This is an optimization exercise on Yosys and OpenROAD, whose aim is small area and a short achievable clock period, not a production implementation.
Where RTL was checked, it was by simulation tests only, not by an equivalence proof against the original.
No activity file was given, so power comes from the tool's default toggle rates.

==> inputs of 02-07 <==
## pwl
module pwl(
  input signed [13:0] x,
  input signed [13:0] x0,
  input signed [13:0] x1,
  input signed [13:0] x2,
  input signed [13:0] x3,
  input signed [13:0] x4,
  input signed [13:0] x5,
  input signed [13:0] x6,
  input signed [13:0] x7,
  input signed [13:0] x8,
  input signed [13:0] k0,
  input signed [13:0] k1,
  input signed [13:0] k2,
  input signed [13:0] k3,
  input signed [13:0] k4,
  input signed [13:0] k5,
  input signed [13:0] k6,
  input signed [13:0] k7,
  input signed [13:0] k8,
  input signed [13:0] k9,
  input signed [13:0] b0,
  input signed [13:0] b1,
  input signed [13:0] b2,
  input signed [13:0] b3,
  input signed [13:0] b4,
  input signed [13:0] b5,
  input signed [13:0] b6,
  input signed [13:0] b7,
  input signed [13:0] b8,
  input signed [13:0] b9,
  input clk,
  output reg signed [27:0] out
);
wire [8:0] ge;
wire [13:0] nx = ~x;
pwl_ge14 u_ge0(.nx(nx), .b(x0), .y(ge[0]));
pwl_ge14 u_ge1(.nx(nx), .b(x1), .y(ge[1]));
pwl_ge14 u_ge2(.nx(nx), .b(x2), .y(ge[2]));
pwl_ge14 u_ge3(.nx(nx), .b(x3), .y(ge[3]));
pwl_ge14 u_ge4(.nx(nx), .b(x4), .y(ge[4]));
pwl_ge14 u_ge5(.nx(nx), .b(x5), .y(ge[5]));
pwl_ge14 u_ge6(.nx(nx), .b(x6), .y(ge[6]));
pwl_ge14 u_ge7(.nx(nx), .b(x7), .y(ge[7]));
  ...
==> module pwl_sel10, before the edit <==
module pwl_sel10(input [9:0] s, input [9:0] d, output y);
  wire [4:0] n;
  genvar i;
  generate for (i = 0; i < 5; i = i + 1) begin : g
    pwl_aoi22 u(.a1(s[2*i]), .a2(d[2*i]), .b1(s[2*i+1]), .b2(d[2*i+1]), .y(n[i]));
  end endgenerate
  wire a;
  pwl_and4 ua(.a(n[0]), .b(n[1]), .c(n[2]), .d(n[3]), .y(a));
  assign y = ~(a & n[4]);
endmodule
==> module pwl_aoi22, before the edit <==
module pwl_aoi22(input a1, input a2, input b1, input b2, output y);
  assign y = ~((a1 & a2) | (b1 & b2));
endmodule
==> module pwl_and4, before the edit <==
module pwl_and4(input a, input b, input c, input d, output y);
  assign y = a & b & c & d;
endmodule
==> flow/config.mk <==
export PLATFORM = sky130hd
export DESIGN_NAME = pwl
export DESIGN_NICKNAME = pwl
export VERILOG_FILES = /design/flow/design.v
export SDC_FILE = /design/flow/constraint.sdc
export NUM_CORES = 4
export LEC_CHECK = 0
export CAP_MARGIN = 20
export CORE_MARGIN = 2
export CORE_UTILIZATION = 40
export CTS_BUF_LIST = sky130_fd_sc_hd__clkbuf_4 sky130_fd_sc_hd__clkbuf_8
export SLEW_MARGIN = 20
export SYNTH_HIERARCHICAL = 1
export BUFFER_PORTS_ARGS = -buffer_cell sky130_fd_sc_hd__buf_1
export REMOVE_ABC_BUFFERS = 1
export CTS_ARGS = -sink_clustering_enable -repair_clock_nets -dont_use_dummy_load -buf_list "sky130_fd_sc_hd__clkbuf_4 sky130_fd_sc_hd__clkbuf_8"
export SETUP_SLACK_MARGIN = 5.1
export PRE_FLOORPLAN_TCL = /design/flow/flow/downsize.tcl
==> flow/constraint.sdc <==
create_clock -name core_clock -period 9.0 [get_ports {clk}]
set_input_delay 1.8000 -clock core_clock [delete_from_list [all_inputs] [get_ports {clk}]]
set_output_delay 1.8000 -clock core_clock [all_outputs]
set_load 0.01 [all_outputs]
standard.sh (not shown) runs the stock make flow with config.mk's settings and CLKGATE_MAP_FILE= SYNTH_SCRIPT=/design/flow/synth_recipe.tcl, a recipe that flattens the netlist after the stock synthesis.
==> flow/flow/run.sh <==
#!/bin/bash
# Standard ORFS layout (the standard.sh) with these changes:
#  - port buffers use sky130_fd_sc_hd__buf_1 instead of the resizer's default choice;
#  - buffers left by synthesis are removed at floorplan (repair_design re-buffers as needed);
#  - before floorplan every combinational cell is swapped for the smallest-area cell of the
#    same function (flow/downsize.tcl); later timing/design repair upsizes where needed;
#  - clock tree synthesis adds no dummy loads;
#  - timing repair aims at a setup slack of 5.1 ns against the 9 ns clock.
set -euo pipefail
here=$(pwd)
cat >> config.mk <<EOC
export BUFFER_PORTS_ARGS = -buffer_cell sky130_fd_sc_hd__buf_1
export REMOVE_ABC_BUFFERS = 1
export CTS_ARGS = -sink_clustering_enable -repair_clock_nets -dont_use_dummy_load -buf_list "sky130_fd_sc_hd__clkbuf_4 sky130_fd_sc_hd__clkbuf_8"
export SETUP_SLACK_MARGIN = 5.1
export PRE_FLOORPLAN_TCL = $here/flow/downsize.tcl
EOC
bash standard.sh > standard_flow.log 2>&1
==> flow/flow/downsize.tcl <==
# Replace each combinational cell with the smallest-area cell of the same function
# (same name stem, other drive strength). Registers, adders and tie cells are kept.
set n 0
set saved 0.0
foreach inst [get_cells *] {
  set cell [get_lib_cells -of_objects $inst]
  set ref [get_name $cell]
  if {![regexp {^(sky130_fd_sc_hd__[a-z0-9]+)_([0-9]+)$} $ref -> stem drive]} { continue }
  if {[regexp {__(df|dl|sdf|edf|fa|ha|conb|tap|clk|fill|decap|diode)} $stem]} { continue }
  set best $ref
  set best_area [get_property $cell area]
  foreach cand [get_lib_cells ${stem}_*] {
    set cname [get_name $cand]
    if {![regexp "^${stem}_\[0-9\]+\$" $cname]} { continue }
    set a [get_property $cand area]
    if {$a < $best_area - 1e-6} { set best $cname; set best_area $a }
  }
  if {$best ne $ref} {
    set saved [expr {$saved + [get_property $cell area] - $best_area}]
    replace_cell $inst $best
    incr n
  }
}
puts "downsize: replaced $n cells, saved [format %.1f $saved] um2"
==> 07-15 (differences from 02-07) <==
--- a/flow/design.v
+++ b/flow/design.v
@@ -447,13 +447,13 @@
 pwl_ha u_s78(.a(c65), .b(s76), .s(s78), .co(c79));
 pwl_fa u_s80(.a(b_r[11]), .b(pp0_11), .c(pp1_9), .s(s80), .co(c81));
 pwl_fa u_s82(.a(pp2_7), .b(pp3_5), .c(pp4_3), .s(s82), .co(c83));
 pwl_fa u_s84(.a(pp5_1), .b(c69), .c(c71), .s(s84), .co(c85));
 pwl_fa u_s86(.a(s80), .b(s82), .c(c73), .s(s86), .co(c87));
 pwl_fa u_s88(.a(c75), .b(s84), .c(s86), .s(s88), .co(c89));
-pwl_ha u_s90(.a(c77), .b(c79), .s(s90), .co(c91));
+pwl_fa u_s90(.a(c77), .b(c79), .c(s88), .s(s90), .co(c91));
 pwl_fa u_s92(.a(neg_r[6]), .b(b_r[12]), .c(pp0_12), .s(s92), .co(c93));
 pwl_fa u_s94(.a(pp1_10), .b(pp2_8), .c(pp3_6), .s(s94), .co(c95));
 pwl_fa u_s96(.a(pp4_4), .b(pp5_2), .c(pp6_0), .s(s96), .co(c97));
 pwl_fa u_s98(.a(c81), .b(c83), .c(s92), .s(s98), .co(c99));
 pwl_fa u_s100(.a(s94), .b(s96), .c(c85), .s(s100), .co(c101));
 pwl_fa u_s102(.a(s98), .b(c87), .c(s100), .s(s102), .co(c103));
@@ -508,69 +508,67 @@
 pwl_fa u_s200(.a(pp4_14), .b(pp5_12), .c(pp6_10), .s(s200), .co(c201));
 pwl_fa u_s202(.a(pp6_9), .b(s200), .c(c195), .s(s202), .co(c203));
 pwl_ha u_s204(.a(s202), .b(c197), .s(s204), .co(c205));
 pwl_fa u_s206(.a(pp5_13), .b(n6), .c(c201), .s(s206), .co(c207));
 pwl_fa u_s208(.a(s206), .b(c203), .c(c205), .s(s208), .co(c209));
 pwl_fa u_s210(.a(pp5_14), .b(pp6_12), .c(pp6_11), .s(s210), .co(c211));
-pwl_ha u_s212(.a(s210), .b(c207), .s(s212), .co(c213));
-pwl_fa u_s214(.a(n7), .b(c211), .c(c213), .s(s214), .co(c215));
+pwl_fa u_s212(.a(s210), .b(c207), .c(c209), .s(s212), .co(c213));
+pwl_ha u_s214(.a(n7), .b(c211), .s(s214), .co(c215));
 pwl_fa u_s216(.a(pp6_14), .b(pp6_13), .c(c215), .s(s216), .co(c217));
-reg [42:0] r2;
-always @(posedge clk) r2 <= {c217, s216, s214, s212, c209, s208, s204, c199, s198, s192, c185, s184, c177, s176, c167, s166, c157, s156, c145, s144, c133, s132, c119, s118, c105, s104, c91, s90, s88, s78, c67, s66, s56, c47, s46, s38, s30, c25, s24, s18, s14, s10, s8};
+reg [41:0] r2;
+always @(posedge clk) r2 <= {c217, s216, s214, c213, s212, s208, s204, c199, s198, s192, c185, s184, c177, s176, c167, s166, c157, s156, c145, s144, c133, s132, c119, s118, c105, s104, c91, s90, s78, c67, s66, s56, c47, s46, s38, s30, c25, s24, s18, s14, s10, s8};
 wire cs228, cc229;
 pwl_ha u_cs228(.a(r2[5]), .b(r2[6]), .s(cs228), .co(cc229));
 wire cs234, cc235;
 pwl_ha u_cs234(.a(r2[9]), .b(r2[10]), .s(cs234), .co(cc235));
 wire cs236, cc237;
 pwl_ha u_cs236(.a(r2[11]), .b(cc235), .s(cs236), .co(cc237));
 wire cs238, cc239;
 pwl_fa u_cs238(.a(r2[12]), .b(r2[13]), .c(cc237), .s(cs238), .co(cc239));
 wire cs240, cc241;
-pwl_fa u_cs240(.a(r2[14]), .b(r2[15]), .c(cc239), .s(cs240), .co(cc241));
+pwl_ha u_cs240(.a(r2[14]), .b(cc239), .s(cs240), .co(cc241));
 wire cin242 = cc229;
 wire cin243 = cc241 | ((r2[7] & r2[8] & cs234 & cs236 & cs238 & cs240) & cin242);
 wire cs244, cc245;
-pwl_ha u_cs244(.a(r2[16]), .b(r2[17]), .s(cs244), .co(cc245));
+pwl_ha u_cs244(.a(r2[15]), .b(r2[16]), .s(cs244), .co(cc245));
 wire cs246, cc247;
-pwl_fa u_cs246(.a(r2[18]), .b(r2[19]), .c(cc245), .s(cs246), .co(cc247));
+pwl_fa u_cs246(.a(r2[17]), .b(r2[18]), .c(cc245), .s(cs246), .co(cc247));
 wire cs248, cc249;
-pwl_fa u_cs248(.a(r2[20]), .b(r2[21]), .c(cc247), .s(cs248), .co(cc249));
+pwl_fa u_cs248(.a(r2[19]), .b(r2[20]), .c(cc247), .s(cs248), .co(cc249));
 wire cs250, cc251;
-pwl_fa u_cs250(.a(r2[22]), .b(r2[23]), .c(cc249), .s(cs250), .co(cc251));
+pwl_fa u_cs250(.a(r2[21]), .b(r2[22]), .c(cc249), .s(cs250), .co(cc251));
 wire cs252, cc253;
-pwl_fa u_cs252(.a(r2[24]), .b(r2[25]), .c(cc251), .s(cs252), .co(cc253));
+pwl_fa u_cs252(.a(r2[23]), .b(r2[24]), .c(cc251), .s(cs252), .co(cc253));
 wire cs254, cc255;
-pwl_fa u_cs254(.a(r2[26]), .b(r2[27]), .c(cc253), .s(cs254), .co(cc255));
+pwl_fa u_cs254(.a(r2[25]), .b(r2[26]), .c(cc253), .s(cs254), .co(cc255));
 wire cin256 = cin243;
 wire cin257 = cc255 | ((cs244 & cs246 & cs248 & cs250 & cs252 & cs254) & cin256);
 wire cs258, cc259;
-pwl_ha u_cs258(.a(r2[28]), .b(r2[29]), .s(cs258), .co(cc259));
+pwl_ha u_cs258(.a(r2[27]), .b(r2[28]), .s(cs258), .co(cc259));
 wire cs260, cc261;
-pwl_fa u_cs260(.a(r2[30]), .b(r2[31]), .c(cc259), .s(cs260), .co(cc261));
+pwl_fa u_cs260(.a(r2[29]), .b(r2[30]), .c(cc259), .s(cs260), .co(cc261));
 wire cs262, cc263;
-pwl_fa u_cs262(.a(r2[32]), .b(r2[33]), .c(cc261), .s(cs262), .co(cc263));
+pwl_fa u_cs262(.a(r2[31]), .b(r2[32]), .c(cc261), .s(cs262), .co(cc263));
 wire cs264, cc265;
-pwl_ha u_cs264(.a(r2[34]), .b(cc263), .s(cs264), .co(cc265));
+pwl_ha u_cs264(.a(r2[33]), .b(cc263), .s(cs264), .co(cc265));
 wire cs266, cc267;
-pwl_fa u_cs266(.a(r2[35]), .b(r2[36]), .c(cc265), .s(cs266), .co(cc267));
+pwl_fa u_cs266(.a(r2[34]), .b(r2[35]), .c(cc265), .s(cs266), .co(cc267));
 wire cin268 = cin257;
 wire cin269 = cc267 | ((cs258 & cs260 & cs262 & cs264 & cs266) & cin268);
-wire cs272, cc273;
-pwl_ha u_cs272(.a(r2[38]), .b(r2[39]), .s(cs272), .co(cc273));
 wire cs274, cc275;
-pwl_ha u_cs274(.a(r2[40]), .b(cc273), .s(cs274), .co(cc275));
+pwl_ha u_cs274(.a(r2[38]), .b(r2[39]), .s(cs274), .co(cc275));
 wire cs276, cc277;
-pwl_ha u_cs276(.a(r2[41]), .b(cc275), .s(cs276), .co(cc277));
+pwl_ha u_cs276(.a(r2[40]), .b(cc275), .s(cs276), .co(cc277));
 wire cs278;
-assign cs278 = ~(r2[42] ^ cc277);
+assign cs278 = ~(r2[41] ^ cc277);
 wire cin280 = cin269;
-wire cin281 = 1'b0 | ((r2[37] & cs272 & cs274 & cs276 & cs278) & cin280);
+wire cin281 = 1'b0 | ((r2[36] & r2[37] & cs274 & cs276 & cs278) & cin280);
 reg [27:0] s_r;
 reg [3:0] ci_r;
 always @(posedge clk) begin
-  s_r <= {cs278, cs276, cs274, cs272, r2[37], cs266, cs264, cs262, cs260, cs258, cs254, cs252, cs250, cs248, cs246, cs244, cs240, cs238, cs236, cs234, r2[8], r2[7], cs228, r2[4], r2[3], r2[2], r2[1], r2[0]};
+  s_r <= {cs278, cs276, cs274, r2[37], r2[36], cs266, cs264, cs262, cs260, cs258, cs254, cs252, cs250, cs248, cs246, cs244, cs240, cs238, cs236, cs234, r2[8], r2[7], cs228, r2[4], r2[3], r2[2], r2[1], r2[0]};
   ci_r <= {cin280, cin268, cin256, cin242};
 end
 always @(*) out = {(s_r[27] ^ (ci_r[3] & s_r[23] & s_r[24] & s_r[25] & s_r[26])), (s_r[26] ^ (ci_r[3] & s_r[23] & s_r[24] & s_r[25])), (s_r[25] ^ (ci_r[3] & s_r[23] & s_r[24])), (s_r[24] ^ (ci_r[3] & s_r[23])), (s_r[23] ^ (ci_r[3])), (s_r[22] ^ (ci_r[2] & s_r[18] & s_r[19] & s_r[20] & s_r[21])), (s_r[21] ^ (ci_r[2] & s_r[18] & s_r[19] & s_r[20])), (s_r[20] ^ (ci_r[2] & s_r[18] & s_r[19])), (s_r[19] ^ (ci_r[2] & s_r[18])), (s_r[18] ^ (ci_r[2])), (s_r[17] ^ (ci_r[1] & s_r[12] & s_r[13] & s_r[14] & s_r[15] & s_r[16])), (s_r[16] ^ (ci_r[1] & s_r[12] & s_r[13] & s_r[14] & s_r[15])), (s_r[15] ^ (ci_r[1] & s_r[12] & s_r[13] & s_r[14])), (s_r[14] ^ (ci_r[1] & s_r[12] & s_r[13])), (s_r[13] ^ (ci_r[1] & s_r[12])), (s_r[12] ^ (ci_r[1])), (s_r[11] ^ (ci_r[0] & s_r[6] & s_r[7] & s_r[8] & s_r[9] & s_r[10])), (s_r[10] ^ (ci_r[0] & s_r[6] & s_r[7] & s_r[8] & s_r[9])), (s_r[9] ^ (ci_r[0] & s_r[6] & s_r[7] & s_r[8])), (s_r[8] ^ (ci_r[0] & s_r[6] & s_r[7])), (s_r[7] ^ (ci_r[0] & s_r[6])), (s_r[6] ^ (ci_r[0])), s_r[5], s_r[4], s_r[3], s_r[2], s_r[1], s_r[0]};
 endmodule
 module pwl_ge14(input [13:0] nx, input [13:0] b, output y);
   wire [13:0] g, p;
@@ -590,26 +588,21 @@
   wire gb_8 = gba | (pba & g98); wire pb_8 = pba & p98;
   wire g7_0 = g7_4 | (p7_4 & g3_0);
   wire gd_8 = gdc | (pdc & gb_8); wire pd_8 = pdc & pb_8;
   assign y = gd_8 | (pd_8 & g7_0);
 endmodule
 module pwl_sel10(input [9:0] s, input [9:0] d, output y);
-  wire [4:0] n;
-  genvar i;
-  generate for (i = 0; i < 5; i = i + 1) begin : g
-    pwl_aoi22 u(.a1(s[2*i]), .a2(d[2*i]), .b1(s[2*i+1]), .b2(d[2*i+1]), .y(n[i]));
-  end endgenerate
-  wire a;
-  pwl_and4 ua(.a(n[0]), .b(n[1]), .c(n[2]), .d(n[3]), .y(a));
-  assign y = ~(a & n[4]);
+  wire n0, n1, n2, n3;
+  pwl_aoi222 u0(.s(s[2:0]), .d(d[2:0]), .yn(n0));
+  pwl_aoi222 u1(.s(s[5:3]), .d(d[5:3]), .yn(n1));
+  pwl_aoi222 u2(.s(s[8:6]), .d(d[8:6]), .yn(n2));
+  assign n3 = ~(s[9] & d[9]);
+  assign y = ~(n0 & n1 & n2 & n3);
 endmodule
-module pwl_aoi22(input a1, input a2, input b1, input b2, output y);
-  assign y = ~((a1 & a2) | (b1 & b2));
-endmodule
-module pwl_and4(input a, input b, input c, input d, output y);
-  assign y = a & b & c & d;
+module pwl_aoi222(input [2:0] s, input [2:0] d, output yn);
+  assign yn = ~((s[0] & d[0]) | (s[1] & d[1]) | (s[2] & d[2]));
 endmodule
 module pwl_bpp(input k1, input k0, input one, input two, input neg, output y);
   assign y = ((one & k1) | (two & k0)) ^ neg;
 endmodule
 module pwl_bpp0(input k1, input one, input neg, output y);
   assign y = (one & k1) ^ neg;
==> flow/flow/run.sh (replaced) <==
#!/bin/bash
# Standard ORFS layout (the standard.sh) with these changes:
#  - port buffers use sky130_fd_sc_hd__buf_1 instead of the resizer's default choice;
#  - buffers left by synthesis are removed at floorplan (repair_design re-buffers as needed);
#  - before floorplan every combinational cell is swapped for the smallest-area cell of the
#    same function (flow/downsize.tcl); later timing/design repair upsizes where needed;
#  - clock tree synthesis adds no dummy loads.
set -euo pipefail
here=$(pwd)
cat >> config.mk <<EOC
export BUFFER_PORTS_ARGS = -buffer_cell sky130_fd_sc_hd__buf_1
export REMOVE_ABC_BUFFERS = 1
export CTS_ARGS = -sink_clustering_enable -repair_clock_nets -dont_use_dummy_load -buf_list "sky130_fd_sc_hd__clkbuf_4 sky130_fd_sc_hd__clkbuf_8"
export PRE_FLOORPLAN_TCL = $here/flow/downsize.tcl
EOC
bash standard.sh > standard_flow.log 2>&1
SETUP_SLACK_MARGIN = 5   (was 5.1)
==> 11-02 (differences from 02-07) <==
--- a/flow/design.v
+++ b/flow/design.v
@@ -590,26 +590,21 @@
   wire gb_8 = gba | (pba & g98); wire pb_8 = pba & p98;
   wire g7_0 = g7_4 | (p7_4 & g3_0);
   wire gd_8 = gdc | (pdc & gb_8); wire pd_8 = pdc & pb_8;
   assign y = gd_8 | (pd_8 & g7_0);
 endmodule
 module pwl_sel10(input [9:0] s, input [9:0] d, output y);
-  wire [4:0] n;
-  genvar i;
-  generate for (i = 0; i < 5; i = i + 1) begin : g
-    pwl_aoi22 u(.a1(s[2*i]), .a2(d[2*i]), .b1(s[2*i+1]), .b2(d[2*i+1]), .y(n[i]));
-  end endgenerate
-  wire a;
-  pwl_and4 ua(.a(n[0]), .b(n[1]), .c(n[2]), .d(n[3]), .y(a));
-  assign y = ~(a & n[4]);
+  wire n0, n1, n2, n3;
+  pwl_aoi222 u0(.s(s[2:0]), .d(d[2:0]), .yn(n0));
+  pwl_aoi222 u1(.s(s[5:3]), .d(d[5:3]), .yn(n1));
+  pwl_aoi222 u2(.s(s[8:6]), .d(d[8:6]), .yn(n2));
+  assign n3 = ~(s[9] & d[9]);
+  assign y = ~(n0 & n1 & n2 & n3);
 endmodule
-module pwl_aoi22(input a1, input a2, input b1, input b2, output y);
-  assign y = ~((a1 & a2) | (b1 & b2));
-endmodule
-module pwl_and4(input a, input b, input c, input d, output y);
-  assign y = a & b & c & d;
+module pwl_aoi222(input [2:0] s, input [2:0] d, output yn);
+  assign yn = ~((s[0] & d[0]) | (s[1] & d[1]) | (s[2] & d[2]));
 endmodule
 module pwl_bpp(input k1, input k0, input one, input two, input neg, output y);
   assign y = ((one & k1) | (two & k0)) ^ neg;
 endmodule
 module pwl_bpp0(input k1, input one, input neg, output y);
   assign y = (one & k1) ^ neg;
==> flow/flow/run.sh (replaced) <==
#!/bin/bash
# Standard ORFS layout (the standard.sh) with these changes:
#  - port buffers use sky130_fd_sc_hd__buf_1 instead of the resizer's default choice;
#  - buffers left by synthesis are removed at floorplan (repair_design re-buffers as needed);
#  - before floorplan every combinational cell is swapped for the smallest-area cell of the
#    same function (flow/downsize.tcl); later timing/design repair upsizes where needed;
#  - clock tree synthesis adds no dummy loads;
#  - timing repair aims at a setup slack of 5.2 ns against the 9 ns clock.
set -euo pipefail
here=$(pwd)
cat >> config.mk <<EOC
export BUFFER_PORTS_ARGS = -buffer_cell sky130_fd_sc_hd__buf_1
export REMOVE_ABC_BUFFERS = 1
export CTS_ARGS = -sink_clustering_enable -repair_clock_nets -dont_use_dummy_load -buf_list "sky130_fd_sc_hd__clkbuf_4 sky130_fd_sc_hd__clkbuf_8"
export SETUP_SLACK_MARGIN = 5.2
export PRE_FLOORPLAN_TCL = $here/flow/downsize.tcl
EOC
bash standard.sh > standard_flow.log 2>&1
SETUP_SLACK_MARGIN = 5.2   (was 5.1)
==> notes <==
In 07-15 the cell count is smaller than in 02-07, by about 5%. The lowest worst setup slack belongs to 11-02, the highest to 02-07. Sequential share of layout area, lowest first: 11-02, 02-07, 07-15. Of 11-02 and 02-07, 11-02 has the higher global-route usage (gap 1.6 points). Combinational power, lowest first: 02-07, 07-15, 11-02. First-iteration DRC count: 07-15 > 11-02 > 02-07. In sequential power, 11-02 and 02-07 hardly differ. In count of clock-buffer cells in the layout, 11-02 and 02-07 do not differ. Of 07-15 and 11-02, 11-02 has the higher via count (gap 5.2%, measured against 11-02).
Only the layout flow was run in 02-07 and 11-02; the RTL was not checked for function there.

static timing again, ports no longer ideal:
No port has a modelled driver above. Below, the same layouts with a new extraction and two added sets of constraints.
Step 1: set_driving_cell puts a clkbuf_16 on clk and a buf_2 on each other input, an assumption about the parent block.
Step 2 adds t to the input delays and takes it off the output delays; t is the mean of the earliest and latest rising clock arrival at the registers after step 1. Input paths then give back, and output paths get back, about the clock's delay inside the block.
Three values: ideal, step 1, step 2; two values: the first two.
run	shift t [ns]	setup slack, ns	hold WS [ns]	worst register clock-pin slew, ns
02-07	0.483	5.025 / 5.032 / 4.549	0.325 / 0.325 / 0.325	0.09 / 0.09
07-15	0.487	5.003 / 4.998 / 4.512	0.330 / 0.330 / 0.330	0.10 / 0.10
11-02	0.476	4.994 / 4.956 / 4.480	0.292 / 0.292 / 0.292	0.08 / 0.08
After both steps setup and hold are still met in every run listed. For 11-02, which loses most, drivers alone change the setup slack by -0.038 ns; drivers and shift together by -0.514 ns.
